What follows belongs to an exercise in optimizing a design on an open flow for small area, a short achievable clock period and few clock cycles per item; a production flow would make more cautious choices. No run shown here included a check of the RTL's function; only the layout flow was run. Power figures rest on the tool's default switching activity, not on a simulated workload.

==> flow/design.v (outline; a module is shown in full before it is edited, if it fits) <==
// module mac3_const: 565 lines
// module mac3_cs: 615 lines
// module fa_bit: 4 lines
// module ha_bit: 4 lines
// module MyDesign: 214 lines
module MyDesign (
  input   wire dut_run,
  output  wire dut_busy,
  input   wire reset_b,
  input   wire clk,
  output wire        input_sram_write_enable,
  output wire [11:0] input_sram_write_addresss,
  output wire [15:0] input_sram_write_data,
  output reg  [11:0] input_sram_read_address,
  input  wire [15:0] input_sram_read_data,
  output wire        output_sram_write_enable,
  output reg  [11:0] output_sram_write_addresss,
  output wire [15:0] output_sram_write_data,
  output wire [11:0] output_sram_read_address,
  input  wire [15:0] output_sram_read_data,
  output wire        scratchpad_sram_write_enable,
  output wire [11:0] scratchpad_sram_write_addresss,
  output wire [15:0] scratchpad_sram_write_data,
  output wire [11:0] scratchpad_sram_read_address,
  input  wire [15:0] scratchpad_sram_read_data,
  output wire        weights_sram_write_enable,
  output wire [11:0] weights_sram_write_addresss,
  output wire [15:0] weights_sram_write_data,
  output wire [11:0] weights_sram_read_address,
  input  wire [15:0] weights_sram_read_data
);
  // ...
==> flow/run.sh <==
#!/bin/bash
# synth_recipe.tcl (not shown) runs the flow's synth.tcl, then flattens the netlist and writes it again
# the make line also repeats each setting of config.mk as NAME=value (left out here)
make -C /OpenROAD-flow-scripts/flow DESIGN_CONFIG=/design/flow/config.mk WORK_HOME=/design/flow/orfs CLKGATE_MAP_FILE= SYNTH_SCRIPT=/design/flow/synth_recipe.tcl finish
==> flow/config.mk <==
export PLATFORM = sky130hd
export DESIGN_NAME = MyDesign
export DESIGN_NICKNAME = MyDesign
export VERILOG_FILES = /design/flow/design.v
export SDC_FILE = /design/flow/constraint.sdc
export NUM_CORES = 4
export LEC_CHECK = 0
export CAP_MARGIN = 70
export CORE_MARGIN = 2
export CORE_UTILIZATION = 40
export SLEW_MARGIN = 70
export SYNTH_HIERARCHICAL = 1
==> flow/constraint.sdc <==
create_clock -name core_clock -period 12.0 [get_ports {clk}]
set_input_delay 2.4000 -clock core_clock [delete_from_list [all_inputs] [get_ports {clk}]]
set_output_delay 2.4000 -clock core_clock [all_outputs]
set_load 0.01 [all_outputs]
==> results.ini, run 1 <==
[finish]
final_area_um2 = 53700
layout_common_cells = fa_1 (1118), nand2_1 (936), dfxtp_1 (343), and2_1 (298), edfxtp_1 (148)
mostFrequentLayoutCell = fa_1
n_all_buffers = 357
final_layout_size_suffix_gt1_frac = 0.1111
seq_area_frac = 0.2413
multi_input_area_share = 0.6145

[critical_path]
r2r_setup_slack_ns = 7.34
path_buf_inv = 3
worstPathCellList = buf_2, buf_4, buf_2, and2_1, fa_1, fa_1, fa_1, fa_1, fa_1, fa_1, fa_1
cp.arrival_ns = 5.20
worst-path-stages = 11
critPathSlowestCell = fa_1
path_common_cell = fa_1
cp_slowest_stage_delay_ns = 0.52
setup.worst_path.end = P2ca[11]$_DFF_P_
rr_worst_depth = 11

[clocking]
htree_num_levels = 3
clk_pin_slew_ns = 0.06
postCtsHoldBufs = 0
clkLatencyLatePin_ns = 0.70

[power]
p_leak_nw = 20.68
powerComb_mw = 10.4
p_sw_mw = 6.837

[hold_path]
holdCritPathClass = reg2reg

[status]
outcome = finished clean

[routing]
drc = 0
drtAntennaViolNets = 0
avgViaCountPerCell = 5.110
wire_per_inst_um = 21.81
wl_met1_um = 52200

[flow_run]
maxCapViolCount = 0

[yosys]
synth_top_cell_by_area = fa_1
synth-compound-area-share = 0.02674

[die]
core_um2 = 121600
tapCellCount = 1625

[global_route]
gr-max-usage-layer = met2

[timing]
clock_skew_ns = 0.05398
tns_ns = 0

[placed_design]
placed_cell_area_um2 = 51120

==> inputs of run 2 (changes only) <==
--- a/flow/config.mk
+++ b/flow/config.mk
@@ -7,6 +7,6 @@
 export LEC_CHECK = 0
-export CAP_MARGIN = 70
+export CAP_MARGIN = 20
 export CORE_MARGIN = 2
 export CORE_UTILIZATION = 40
-export SLEW_MARGIN = 70
+export SLEW_MARGIN = 20
 export SYNTH_HIERARCHICAL = 1
==> results.ini, run 2 <==
[timing]
timing.final.ws_setup_ns = 6.828
whs_ns = 0.3168
tightest_slew_ns = 1.203
hold_viol_final = 0
fmax_ghz = 0.1934
relSlewSlack = 0.1969
rsz0062_at_grt = false
clock_skew_ns = 0.04996  ; -0.004025 ns
tns_ns = 0  ; unchanged
period_needed_ns = 5.172
maxSlewViolCount = 0
finalCritPeriodShare = 0.4310
setup_viol = 0

[die]
boundaryPins = 232
die_h_um = 353.8
rows = 128
core_um2 = 121600  ; unchanged
initial_core_util = 0.4026
die_w_um = 353.8
dieArea_um2 = 125200

[critical_path]
required_ns = 12.57
startpoint_type = register
crit_path_start = P3sa[0]$_DFF_P_
critPathSlowestCell = nor3_1
cp.arrival_ns = 5.74  ; +0.54 ns
timing.rr.end = H[3]$_DFF_P_
cp_slowest_stage_delay_ns = 0.67  ; +0.15 ns
r2r_setup_slack_ns = 6.83  ; -0.51 ns
path_class = reg2reg
worst_setup_path_end_kind = register
rr_worst_depth = 19  ; +8
worstPathMaxFanout = 7
worstPathCellList = inv_1, ha_1, fa_1, a21o_1, a221oi_2, o21ai_0, xnor2_1, o2111ai_1, nor3_1, nand3b_1, and2_1, ha_1, inv_1, a21o_1, a21oi_1, o21ai_0, nor2_1, or3_1, o2bb2ai_1
setup.worst_path.end = H[3]$_DFF_P_
reg2reg_from = P3sa[0]$_DFF_P_

[yosys]
ys_ff_latch = 564
synth_area_leaders = fa_1 (46%), dfxtp_1 (17%), edfxtp_1 (9.1%)
ys_types = 69
synth_edf_count = 148
ys.flop_type = dfxtp_1
yosysWarnings = 7
syn_area_um2 = 48940
synth.most_common_cell = fa_1
avgSynthCellArea_um2 = 11.97
synth_common_cells = fa_1 (1118), nand2_1 (936), dfxtp_1 (416)
ys_seq_area_frac = 0.2610
synth_top_cell_by_area = fa_1
netlist_instances = 4088
async_flop_share = 0
synth_top_area_frac = 0.4574

[placed_design]
place_inst = 5553
numPortBuffers = 157
dp_slack_ns = 6.863
gp_congestion = 0.8565
dpl.hpwl_um = 93790

[finish]
layout_common_cells = fa_1 (1118), nand2_1 (936), dfxtp_1 (413), and2_1 (300), clkdlybuf4s50_1 (157)
stdcell_count = 5684
final_layout_size_suffix_gt1_frac = 0.04534  ; -0.06577
mostFrequentLayoutCell = fa_1
area_growth_pct = 6.942
fin_nets = 5322

[clocking]
cts_buffers = 70
cts_root_buf = clkbuf_16
postCtsHoldBufs = 0  ; unchanged
ctsResizeCount = 0
htree_num_levels = 3  ; unchanged
post_cts_buffers = 0
clock_tree.buffer_depth = 3
clkLatencyLatePin_ns = 0.68  ; -0.02 ns
cts_num_sinks = 564
cts_tree = done
clk_pin_slew_ns = 0.07  ; about the same

[routing]
avgViaCountPerCell = 5.197  ; +1.7%
drtIter0Drc = 2313
wl_um = 127300
vias = 29540
first_pass_iters = 5
drc = 0  ; unchanged
drtAntennaViolNets = 0  ; unchanged
wire_per_inst_um = 22.40  ; +2.7%

[hold_path]
holdCritPathClass = reg2reg
hold_depth = 0

[power]
p_per_area_nw_per_um2 = 297.0
totalPowerFinal_mw = 15.54
p_leak_nw = 19.83  ; -4.1%
ir_worst_vdd_mv = 0.2511

[global_route]
grt_max_degree = 34
overflow = 0
grt_pass1_vias = 32900
antenna_found_initial = 1
grt_use_total = 0.2090
grt_pass1_wl_um = 198300

[status]
outcome = finished clean

[flow_run]
maxCapViolCount = 0  ; unchanged

[run 2: cell counts after synthesis]
Identical to the previous run, type by type.
[run 2: logic make-up after synthesis]
family / Yosys count / synth area share
other cells: 10 / 0.0007671
compound gates: 199 / 0.02675
simple gates: 1426 / 0.1306
buf+inv: 564 / 0.07463
fa+ha+maj: 1255 / 0.4924
flops: 564 / 0.2610
mux: 32 / 0.007057
xor+xnor: 38 / 0.006801
[run 2: layout make-up]
class                   instances  area, µm²
diodes                          1      2.502
well taps                    1625       2033
flip-flops and latches        564      12780
multi-input cells            3057      32880
inverters                     136      510.5
clock inverters                38      435.4
clock buffers                  92       2018
repair buffers                171       1677
fillers                     11250      69220
[run 2: worst min-delay path by stage]
stage | slack [ns] | start | endpoint
after floorplan | 0.31 | jC[0]$_DFF_P_ | jD[0]$_DFF_P_
after global placement | 0.31 | jC[0]$_DFF_P_ | jD[0]$_DFF_P_
after detailed placement | 0.31 | jC[2]$_DFF_P_ | jD[2]$_DFF_P_
after CTS | 0.29 | jC[2]$_DFF_P_ | jD[2]$_DFF_P_
after global routing | 0.30 | jC[2]$_DFF_P_ | jD[2]$_DFF_P_
final | 0.32 | jC[2]$_DFF_P_ | jD[2]$_DFF_P_
[run 2: worst max-delay path, delay by kind of cell (launching register included)]
kind	cells	cell delay, ns
fa+ha+maj	3	0.81
flops	1	0.31
simple gates	5	2.02
buf+inv	2	0.09
compound gates	8	1.65
xor+xnor	1	0.18
[run 2: stage by stage]
stage,utilization,instance area (µm²)
2_1_floorplan,-,49300
3_3_place_gp,0.4103,49870
3_5_place_dp,0.4103,49870
4_1_cts,0.4305,52330
5_1_grt,0.4305,52330
6_report,0.4305,52330
[run 2: power by group]
part	switching [mW]	internal [mW]
Sequential	0.387	2.70
Clock	0.919	1.30
Combinational	5.42	4.82
Total	6.73	8.81
[run 2: layer usage]
layer,GRT usage,wire [µm]
met5,0,0
met4,0.08638,5426
met3,0.05253,11890
met2,0.3248,58200
met1,0.2798,51800
[run 2: per-module statistics from Yosys (local to each module, per instance)]
| module | cell area, µm² | flip-flops and latches | cells inside | copies in the design |
|---|---|---|---|---|
| MyDesign | 17920 | 564 | 1360 | 1 |
| fa_bit | 20.02 | 0 | 1 | 1116 |
| ha_bit | 12.51 | 0 | 1 | 60 |
| mac3_const | 1404 | 0 | 270 | 2 |
| mac3_cs | 1280 | 0 | 253 | 4 |
==> inputs of run 3 (changes only) <==
--- a/flow/config.mk
+++ b/flow/config.mk
@@ -7,6 +7,6 @@
 export LEC_CHECK = 0
-export CAP_MARGIN = 20
+export CAP_MARGIN = 85
 export CORE_MARGIN = 2
 export CORE_UTILIZATION = 40
-export SLEW_MARGIN = 20
+export SLEW_MARGIN = 85
 export SYNTH_HIERARCHICAL = 1
==> results.ini, run 3 <==
[global_route]
grt_pass1_wl_um = 205300  ; +3.5%
grt_max_degree = 34  ; unchanged
overflow = 0  ; unchanged
grt_use_total = 0.2141  ; +0.005185
grt_pass1_vias = 35040  ; +6.5%
antenna_found_initial = 3  ; +2

[critical_path]
path_class = reg2reg
worst_setup_path_end_kind = register
timing.rr.end = H[3]$_DFF_P_
worstPathMaxFanout = 6  ; -1
rr_worst_depth = 25  ; +6
required_ns = 12.58  ; about the same
crit_path_start = P3sb[1]$_DFF_P_
r2r_setup_slack_ns = 6.01  ; -0.82 ns
setup.worst_path.end = H[3]$_DFF_P_
startpoint_type = register
reg2reg_from = P3sb[1]$_DFF_P_
cp.arrival_ns = 6.57  ; +0.83 ns

[yosys]
netlist_instances = 4088  ; unchanged
ys_types = 69  ; unchanged
synth-compound-area-share = 0.02674  ; unchanged
synthXorXnorAreaFrac = 0.006801  ; unchanged
synth_edf_count = 148  ; unchanged
ys_seq_area_frac = 0.2610  ; unchanged
synth_top_cell_by_area = fa_1
synth_common_cells = fa_1 (1118), nand2_1 (936), dfxtp_1 (416)
synth.most_common_cell = fa_1
synth_area_leaders = fa_1 (46%), dfxtp_1 (17%), edfxtp_1 (9.1%)
synth_mux_area_frac = 0.007057  ; unchanged
synth_top_family_by_area = adder cells
synth_fa_ha_area_frac = 0.4924  ; unchanged
avgSynthCellArea_um2 = 11.97  ; unchanged
ys.flop_type = dfxtp_1
async_flop_share = 0  ; unchanged
yosysWarnings = 7  ; unchanged
syn_area_um2 = 48940  ; unchanged
synthSimpleGateAreaFrac = 0.1306  ; unchanged
synth_top_area_frac = 0.4574  ; unchanged
ys_ff_latch = 564  ; unchanged

[placed_design]
placed_cell_area_um2 = 53430  ; +7.1%
dpl.hpwl_um = 108600  ; +16%
dp_slack_ns = 5.979  ; -0.8834 ns
numPortBuffers = 157  ; unchanged
gp_congestion = 0.8565  ; unchanged

[status]
outcome = finished clean

[finish]
area_growth_pct = 15.28
final_layout_size_suffix_gt1_frac = 0.1625  ; +0.1172
n_antenna_cell = 0  ; -1
fin_nets = 5897  ; +11%
multi_input_area_um2 = 33640  ; +2.3%
mostFrequentLayoutCell = fa_1
final_area_um2 = 56420  ; +7.8%
layout_common_cells = fa_1 (1112), nand2_1 (925), dfxtp_1 (312), and2_1 (296), buf_1 (230)
nFillCells = 10930  ; -2.8%
regArea_um2 = 13120  ; +2.7%

[routing]
drtAntennaViolNets = 0  ; unchanged
drtIter0Drc = 2643  ; +14%
avgViaCountPerCell = 5.035  ; -3.1%
wire_per_inst_um = 20.82  ; -7.1%
vias = 31510  ; +6.7%
wl_um = 130300  ; +2.3%
drc = 0  ; unchanged
first_pass_iters = 7  ; +2

[timing]
maxSlewViolCount = 0  ; unchanged
timing.final.ws_setup_ns = 6.012  ; -0.8163 ns
hold_viol_final = 0  ; unchanged
period_needed_ns = 5.988  ; +0.8163 ns
fmax_ghz = 0.1670  ; -14%
tns_ns = 0  ; unchanged
setup_viol = 0  ; unchanged
clock_skew_ns = 0.05276  ; +0.002799 ns
finalCritPeriodShare = 0.4990  ; +0.06803
whs_ns = 0.3254  ; +0.008542 ns
rsz0062_at_grt = false

[clocking]
cts_tree = done
clkLatencyLatePin_ns = 0.69  ; about the same
clock_tree.buffer_depth = 3  ; unchanged
post_cts_buffers = 0  ; unchanged
cts_num_sinks = 564  ; unchanged
clk_pin_slew_ns = 0.06  ; about the same
ctsResizeCount = 0  ; unchanged
cts_buffers = 70  ; unchanged
postCtsHoldBufs = 0  ; unchanged
htree_num_levels = 3  ; unchanged
cts_root_buf = clkbuf_16

[hold_path]
holdCritPathClass = reg2reg

[die]
rows = 128  ; unchanged
dieArea_um2 = 125200  ; unchanged
core_um2 = 121600  ; unchanged
boundaryPins = 232  ; unchanged
die_w_um = 353.8  ; unchanged
initial_core_util = 0.4026  ; unchanged
die_h_um = 353.8  ; unchanged

[flow_run]
maxCapViolCount = 0  ; unchanged

[power]
totalPowerFinal_mw = 16.18  ; +4.1%
p_per_area_nw_per_um2 = 286.9  ; -3.4%
ir_worst_vdd_mv = 0.2589  ; +3.1%
p_leak_nw = 21.79  ; +9.9%

## run 3: cell counts after synthesis
Identical to the previous run, type by type.
## run 3: worst min path at each step
stage / startpoint / end / depth (start not counted)
after floorplan: jC[0]$_DFF_P_ / jD[0]$_DFF_P_ / 0
after global placement: jC[0]$_DFF_P_ / jD[0]$_DFF_P_ / 0
after detailed placement: jC[1]$_DFF_P_ / jD[1]$_DFF_P_ / 0
after CTS: jC[1]$_DFF_P_ / jD[1]$_DFF_P_ / 0
after global routing: jC[1]$_DFF_P_ / jD[1]$_DFF_P_ / 0
final: jC[1]$_DFF_P_ / jD[1]$_DFF_P_ / 0
## run 3: layout make-up
type	count	area share
Inverter	136	0.009049
Tap cell	1625	0.03604
Timing Repair Buffer	746	0.08350
Sequential cell	564	0.2325
Clock inverter	36	0.007607
Clock buffer	94	0.03504
Multi-Input combinational cell	3057	0.5962
## run 3: cell families after synthesis
kind of cell / Yosys count
xor+xnor: 38
simple gates: 1426
buf+inv: 564
other cells: 10
fa+ha+maj: 1255
compound gates: 199
flops: 564
mux: 32
## run 3: metrics by stage
stage	utilization	instances
floorplan	-	4185
global placement	0.4103	5553
detailed placement	0.4395	6108
CTS	0.4593	6238
global route	0.4641	6258
finish	0.4641	6258
## run 3: critical path: stages, from the launching register on
cell	delay, ns
dfxtp_1	0.31
inv_1	0.07
ha_1	0.34
a211oi_4	0.21
clkbuf_1	0.17
o211ai_1	0.11
clkdlybuf4s50_1	0.46
a41o_2	0.34
nor4_2	0.22
clkdlybuf4s50_1	0.54
clkdlybuf4s50_1	0.49
nor3_2	0.04
buf_1	0.12
o22ai_4	0.17
clkdlybuf4s18_2	0.31
buf_2	0.25
nor3_4	0.06
or2_1	0.21
ha_1	0.19
inv_1	0.05
a21o_1	0.11
a21oi_1	0.07
o21ai_1	0.18
nor2_2	0.07
or3_2	0.54
o2bb2ai_2	0.24
## run 3: modules after synthesis, one instance, submodules excluded
module      copies in the design  cell area (µm²)
MyDesign                       1            17920
fa_bit                      1116            20.02
ha_bit                        60            12.51
mac3_const                     2             1404
mac3_cs                        4             1280
## run 3: power by group
group          switching (mW)  internal [mW]
Combinational            5.80           5.19
Sequential              0.272           2.69
Clock                   0.921           1.31
## run 3: layer usage
metal / up-vias / GRT usage / share of wire
li1: 13380 / - / -
met1: 16320 / 0.2908 / 0.41
met5: - / 0 / 0
met4: 0 / 0.08562 / 0.042
met2: 1490 / 0.3349 / 0.46
met3: 324 / 0.04691 / 0.087
==> inputs of run 4 (changes only) <==
--- a/flow/config.mk
+++ b/flow/config.mk
@@ -7,6 +7,6 @@
 export LEC_CHECK = 0
-export CAP_MARGIN = 85
+export CAP_MARGIN = 70
 export CORE_MARGIN = 2
-export CORE_UTILIZATION = 40
-export SLEW_MARGIN = 85
+export CORE_UTILIZATION = 60
+export SLEW_MARGIN = 70
 export SYNTH_HIERARCHICAL = 1
==> results.ini, run 4 <==
[yosys]
ys_seq_area_frac = 0.2610  ; unchanged
netlist_instances = 4088  ; unchanged
yosysWarnings = 7  ; unchanged
synth_top_area_frac = 0.4574  ; unchanged
synth.most_common_cell = fa_1
synth_edf_count = 148  ; unchanged
ys_types = 69  ; unchanged
synth_common_cells = fa_1 (1118), nand2_1 (936), dfxtp_1 (416)
async_flop_share = 0  ; unchanged
syn_area_um2 = 48940  ; unchanged
ys.flop_type = dfxtp_1
avgSynthCellArea_um2 = 11.97  ; unchanged
synth_top_cell_by_area = fa_1
ys_ff_latch = 564  ; unchanged
synth_area_leaders = fa_1 (46%), dfxtp_1 (17%), edfxtp_1 (9.1%)

[clocking]
htree_num_levels = 2  ; -1
clk_pin_slew_ns = 0.06  ; about the same
ctsResizeCount = 0  ; unchanged
clock_tree.buffer_depth = 3  ; unchanged
cts_tree = done
cts_root_buf = clkbuf_16
postCtsHoldBufs = 0  ; unchanged
cts_num_sinks = 564  ; unchanged
clkLatencyLatePin_ns = 0.67  ; -0.02 ns
post_cts_buffers = 0  ; unchanged
cts_buffers = 61  ; -13%

[global_route]
antenna_found_initial = 6  ; +3
grt_pass1_vias = 34740  ; -0.87%
grt_pass1_wl_um = 204800  ; -0.23%
grt_use_total = 0.3298  ; +0.1157
grt_max_degree = 34  ; unchanged
overflow = 0  ; unchanged

[routing]
drc = 0  ; unchanged
vias = 30630  ; -2.8%
first_pass_iters = 6  ; -1
wl_um = 131800  ; +1.2%
drtIter0Drc = 2543  ; -3.8%
drtAntennaViolNets = 0  ; unchanged
wire_per_inst_um = 24.92  ; +20%
avgViaCountPerCell = 5.793  ; +15%

[die]
die_w_um = 289.6  ; -18%
boundaryPins = 232  ; unchanged
dieArea_um2 = 83860  ; -33%
core_um2 = 80680  ; -34%
rows = 104  ; -19%
initial_core_util = 0.6066  ; +0.2040
die_h_um = 289.6  ; -18%

[power]
power_frac_clock = 0.118  ; -0.020
p_per_area_nw_per_um2 = 319.5  ; +11%
swShare = 0.4582  ; +0.02632
combPwrFrac = 0.701  ; +0.022
p_sw_mw = 7.712  ; +10%
p_leak_nw = 20.51  ; -5.9%
internal-power_mw = 9.117  ; -0.83%
pwr-share-seq = 0.181  ; -0.002
ir_worst_vdd_mv = 0.3460  ; +34%

[finish]
layout_common_cells = fa_1 (1118), nand2_1 (936), dfxtp_1 (338), and2_1 (298), edfxtp_1 (148)
stdcell_count = 5288  ; -16%
final_layout_size_suffix_gt1_frac = 0.1069  ; -0.05560
area_growth_pct = 7.642
mostFrequentLayoutCell = fa_1
nFillCells = 6276  ; -43%
fin_util = 0.6529  ; +0.1888
fin_nets = 5496  ; -6.8%

[placed_design]
place_inst = 5168  ; -15%
dpl.hpwl_um = 105400  ; -2.9%
gp_congestion = 0.9001  ; +5.1%
numPortBuffers = 157  ; unchanged

[critical_path]
cp.arrival_ns = 5.30  ; -1.27 ns
required_ns = 12.58  ; about the same
path_class = reg2reg
worst_setup_path_end_kind = register
startpoint_type = register
worstPathMaxFanout = 7  ; +1

[timing]
period_needed_ns = 4.725  ; -1.263 ns
clock_skew_ns = 0.04026  ; -0.01250 ns
setup_viol = 0  ; unchanged
tns_ns = 0  ; unchanged
finalCritPeriodShare = 0.3938  ; -0.1052
maxSlewViolCount = 0  ; unchanged
rsz0062_at_grt = false
hold_viol_final = 0  ; unchanged
fmax_ghz = 0.2116  ; +27%

[hold_path]
holdCritPathClass = reg2reg

[status]
outcome = finished clean

[flow_run]
maxCapViolCount = 0  ; unchanged

[run 4: cell count changes in the layout (fill, tap and decap cells not counted), sizes merged]
| cell | before | now |
|---|---|---|
| diode | 0 | 1 |
| clkbuf | 200 | 82 |
| clkinv | 19 | 23 |
| dlymetal6s2s | 1 | 0 |
| clkdlybuf4s50 | 155 | 144 |
| clkdlybuf4s18 | 11 | 0 |
| clkinvlp | 4 | 3 |
| clkdlybuf4s15 | 3 | 0 |
| bufinv | 6 | 3 |
| inv | 143 | 142 |
| buf | 470 | 209 |
[run 4: power by group through the flow]
stage	Clock, mW	Sequential [mW]	Combinational, mW
6_report	1.98	3.05	11.8
5_1_grt	2.10	3.09	13.3
4_1_cts	2.02	3.05	12.0
3_5_place_dp	0	3.09	11.9
3_3_place_gp	0	3.15	11.5
2_1_floorplan	0	2.95	12.1
[run 4: area by class of cell]
class	instances	area [µm²]	share of cell area
Antenna cell	1	2.502	0.00004751
Clock buffer	81	1788	0.03394
Clock inverter	35	367.9	0.006983
Inverter	136	510.5	0.009691
Multi-Input combinational cell	3057	33020	0.6268
Sequential cell	564	12970	0.2462
Tap cell	1060	1326	0.02518
Timing Repair Buffer	354	2693	0.05112
[run 4: path summary, 6_finish.rpt]
| path | from | end | slack, ns | cells past startpoint |
|---|---|---|---|---|
| max reg2reg | P3sa[0]$_DFF_P_ | H[4]$_DFF_P_ | 7.27 | 20 |
| min reg2reg | jC[4]$_DFF_P_ | jD[4]$_DFF_P_ | 0.33 | 0 |
| max | P3sa[0]$_DFF_P_ | H[4]$_DFF_P_ | 7.27 | 20 |
| min | jC[4]$_DFF_P_ | jD[4]$_DFF_P_ | 0.33 | 0 |
[run 4: routing by layer]
layer / track usage / share of wire / vias to the layer above
li1: - / - / 12570
met1: 0.4281 / 0.37 / 16000
met2: 0.5334 / 0.48 / 1628
met3: 0.06719 / 0.088 / 427
met4: 0.1654 / 0.060 / 4
met5: 0 / 0.00024 / -
[run 4: kinds of logic after synthesis]
family | share of synthesized area
xor gates and xnor gates | 0.006801
other | 0.0007671
and+or+nand+nor | 0.1306
DFF | 0.2610
muxes | 0.007057
AOI/OAI and AO/OA | 0.02675
buffers and inverters | 0.07463
adders and majority gates | 0.4924
[run 4: per-stage QoR]
step	worst slack (ns)	power [mW]	hold WS, ns	instance area [µm²]
after CTS	7.291	17.02	0.3295	52600
after floorplan	7.621	15.05	0.3096	49300
final	7.275	16.83	0.3286	52680
after global routing	7.012	18.52	0.3293	52670
after detailed placement	7.341	14.98	0.3143	50440
after global placement	7.040	14.61	0.3129	49110
[run 4: modules after synthesis, one instance, submodules excluded]
module,flip-flops and latches,cell area [µm²]
MyDesign,564,17920
mac3_cs,0,1280
fa_bit,0,20.02
mac3_const,0,1404
ha_bit,0,12.51
[run 4: worst max-delay path, stage by stage (launching register included)]
cell,delay [ns]
dfxtp_1,0.31
inv_1,0.04
ha_1,0.24
fa_1,0.41
a21o_1,0.23
a22o_1,0.20
o211ai_1,0.34
a31oi_1,0.17
mux2_2,0.33
a211oi_4,0.17
buf_2,0.22
nand3b_1,0.32
and2_1,0.29
ha_1,0.17
inv_1,0.06
a21o_1,0.11
a21oi_1,0.07
o21ai_0,0.15
nor2_1,0.10
or3_1,0.46
o2bb2ai_1,0.23

[static timing again, ports no longer ideal]
Ports are ideal in the flow. The routed layouts listed here were re-timed in OpenROAD.
Step 1 (the two cells are an assumption about what drives the block):
set clk [get_ports {clk}]
set_driving_cell -lib_cell sky130_fd_sc_hd__clkbuf_16 $clk
set_driving_cell -lib_cell sky130_fd_sc_hd__buf_2 [delete_from_list [all_inputs] $clk]
Step 2 also shifts input and output timing later by t, the mid clock arrival at the registers, as if the neighbouring blocks saw the same clock.
a / b / c = no drivers / after step 1 / after step 2; a / b = the first two.
run	t, ns	setup slack, ns	clock arrival spread, ns
run 1	0.748	7.336 / 7.336 / 7.336	0.054 / 0.054
run 2	0.728	6.828 / 6.828 / 6.828	0.051 / 0.051
run 3	0.740	6.012 / 6.012 / 6.012	0.054 / 0.055
run 4	0.724	7.275 / 7.275 / 7.275	0.042 / 0.041
After both steps every run listed still meets setup and hold.
